What follows belongs to an exercise in optimizing a design on an open flow for small area; a production flow would make more cautious choices. RTL that was checked went through simulation tests only; none was proved equivalent to the original. No activity file was given, so power comes from the tool's default toggle rates.

// USFFT64_2B
module USFFT64_2B ( CLK ,RST ,ED ,START ,SHIFT ,DR ,DI ,RDY ,OVF1 ,OVF2 ,ADDR ,DOR ,DOI );
make LEC_CHECK=0 CAP_MARGIN=20 CORE_MARGIN=2 CORE_UTILIZATION=45 CTS_BUF_LIST=sky130_fd_sc_hd__clkbuf_8 CTS_CLUSTER_DIAMETER=45 CTS_CLUSTER_SIZE=16 PLACE_DENSITY=0.55 SLEW_MARGIN=20 finish   # period 10.0 ns
run.sh (not shown) runs the stock make flow with config.mk's settings and CLKGATE_MAP_FILE= SYNTH_SCRIPT=/design/flow/synth_recipe.tcl, a recipe that flattens the netlist after the stock synthesis.
The first run completed with no timing, DRC or antenna violations.
Then changed:
--- a/flow/design.v
+++ b/flow/design.v
@@ -289,36 +289,16 @@
 					s0[i] = x[i] ^ y[i] ^ c0h;
 					c0h = (x[i] & y[i]) | (c0h & (x[i] ^ y[i]));
 					s1[i] = x[i] ^ y[i] ^ c1h;
 					c1h = (x[i] & y[i]) | (c1h & (x[i] ^ y[i]));
 					cadd[i] = c ? s1[i] : s0[i];
 				end
 		end
 	endfunction
-	function [W-1:0] add3;
-		input [W-1:0] x, y, z;
-		begin
-			add3 = cadd(x ^ y ^ z, {(x & y) | (x & z) | (y & z), 1'b0}, 1'b0);
-		end
-	endfunction
-	function [W-1:0] add3c;		 
-		input [W-1:0] x, y, z;
-		begin
-			add3c = cadd(x ^ y ^ z, {(x & y) | (x & z) | (y & z), 1'b1}, 1'b0);
-		end
-	endfunction
-	function [W-1:0] sub3;
-		input [W-1:0] x, y, z;
-		reg [W-1:0] ny, nz;
-		begin
-			ny = ~y; nz = ~z;
-			sub3 = cadd(x ^ ny ^ nz, {(x & ny) | (x & nz) | (ny & nz), 1'b1}, 1'b1);
-		end
-	endfunction
 	reg [2*nb-1:0] dl [0:7];
 	integer k;
 	always @(posedge CLK)
 		if (ED) begin
 				dl[0] <= {DIR, DII};
 				for (k=1; k<8; k=k+1) dl[k] <= dl[k-1];
 			end
 	wire signed [nb-1:0] inr = dl[3][2*nb-1:nb], ini = dl[3][nb-1:0];
@@ -336,24 +316,20 @@
 	wire signed [W-1:0] par = pa[5] ? ar : pa[6] ? ur : pa[7] ? m2r : xr;
 	wire signed [W-1:0] pai = pa[5] ? ai : pa[6] ? ui : pa[7] ? m2i : xi;
 	wire signed [W-1:0] rar = pa[5] ? br : pa[6] ? v1r : pa[7] ? d35i : inr;
 	wire signed [W-1:0] rai = pa[5] ? bi : pa[6] ? v1i : pa[7] ? d35r : ini;
 	wire signed [W-1:0] sar = cadd(par, rar, 1'b0), sai = cadd(pai, rai, 1'b0);
 	wire signed [W-1:0] dar = cadd(par, ~rar, 1'b1), dai = cadd(pai, ~rai, 1'b1);
 	wire signed [W-1:0] pbr = pb[2] ? ar : pb[3] ? br : (pb[5] | pb[6]) ? m3r : v2r;
 	wire signed [W-1:0] pbi = pb[2] ? ai : pb[3] ? bi : (pb[5] | pb[6]) ? m3i : v2i;
-	wire signed [W-1:0] rbr = (pb[2] | pb[3]) ? xr : pb[5] ? v2r : ui;
-	wire signed [W-1:0] rbi = (pb[2] | pb[3]) ? xi : pb[5] ? v2i : ur;
-	wire signed [W-1:0] qbr = (pb[2] | pb[3]) ? inr : pb[6] ? v1i : $signed({W{1'b0}});
-	wire signed [W-1:0] qbi = (pb[2] | pb[3]) ? ini : pb[6] ? v1r : $signed({W{1'b0}});
-	wire signed [W-1:0] sbr = add3(pbr, rbr, qbr), sbi = add3(pbi, rbi, qbi);
-	wire signed [W-1:0] dbr = sub3(pbr, rbr, qbr), dbi = sub3(pbi, rbi, qbi);
-	wire signed [W-1:0] v1nr = add3c(t4r, xr, ~inr), v1ni = add3c(t4i, xi, ~ini);	 
-	wire signed [W-1:0] v2nr = add3c(t4r, ~xr, inr), v2ni = add3c(t4i, ~xi, ini);	 
+	wire signed [W-1:0] rbr = (pb[2] | pb[3]) ? sar : pb[5] ? v2r : pb[6] ? sai : ui;
+	wire signed [W-1:0] rbi = (pb[2] | pb[3]) ? sai : pb[5] ? v2i : pb[6] ? sar : ur;
+	wire signed [W-1:0] sbr = cadd(pbr, rbr, 1'b0), sbi = cadd(pbi, rbi, 1'b0);
+	wire signed [W-1:0] dbr = cadd(pbr, ~rbr, 1'b1), dbi = cadd(pbi, ~rbi, 1'b1);
 	always @(posedge CLK) 
 		if (ED) begin
 				if (ph[0]) begin
 						ar <= sar; ai <= sai;							 
 						m3r <= dar; m3i <= dai;							 
 						or_ <= dbr; oi <= sbi;							 
 						v2r <= sbr; v2i <= dbi;							 
 					end
@@ -366,18 +342,18 @@
 						ar <= sbr; ai <= sbi;							 
 						m2r <= dbr; m2i <= dbi;							 
 						ur <= dar; ui <= dai;							 
 						or_ <= v2r; oi <= v2i;							 
 					end
 				if (ph[3]) begin
 						br <= sbr; bi <= sbi;							 
 						d35r <= dbr; d35i <= dbi;						 
-						v1r <= v1nr; v1i <= v1ni;						 
-						v2r <= v2nr; v2i <= v2ni;						 
+						v1r <= cadd(t4r, dar, 1'b0); v1i <= cadd(t4i, dai, 1'b0);	 
+						v2r <= cadd(t4r, ~dar, 1'b1); v2i <= cadd(t4i, ~dai, 1'b1);	 
 						or_ <= d35r; oi <= d35i;						 
 					end
 				if (ph[4]) begin
 						v2r <= mvr; v2i <= mvi;							 
 						or_ <= zr; oi <= zi;							 
 					end
 				if (ph[5]) begin
 						or_ <= sar; oi <= sai;							 
Routed wire length shrinks by 4.0%.
Clock power shrinks by about 2%.
Critical path depth grows by 15.
Via count shrinks by 1.9%.
Die area shrinks by 2.1%.
Setup slack gains 27 ps.
Function not checked in the first run of this note: the RTL went through the layout flow alone.

afterwards: timing with drivers on the ports:
The flow's constraints put no driver on any port. The routed layouts listed below were extracted and timed again, unchanged, in two steps. Step 1 sets driving cells, clkbuf_16 on the clock port and buf_2 on the other inputs (assumed; they add their load-dependent delay and slew). Step 2 times the ports against the registers' clock, not the clock port: input delays grow and output delays shrink by t, the midpoint of the rising clock arrivals with the driver on. Slacks: ideal ports / drivers / drivers and shift; pairs: ideal ports / drivers.
run | shift t [ns] | setup slack, ns | worst setup path at the end | cell pins on the clock port's net
the first run | 1.397 | 0.378 / 0.378 / 0.378 | register to register | 1
the second run | 1.407 | 0.406 / 0.406 / 0.406 | register to register | 1
After both steps setup and hold are still met in every run listed.
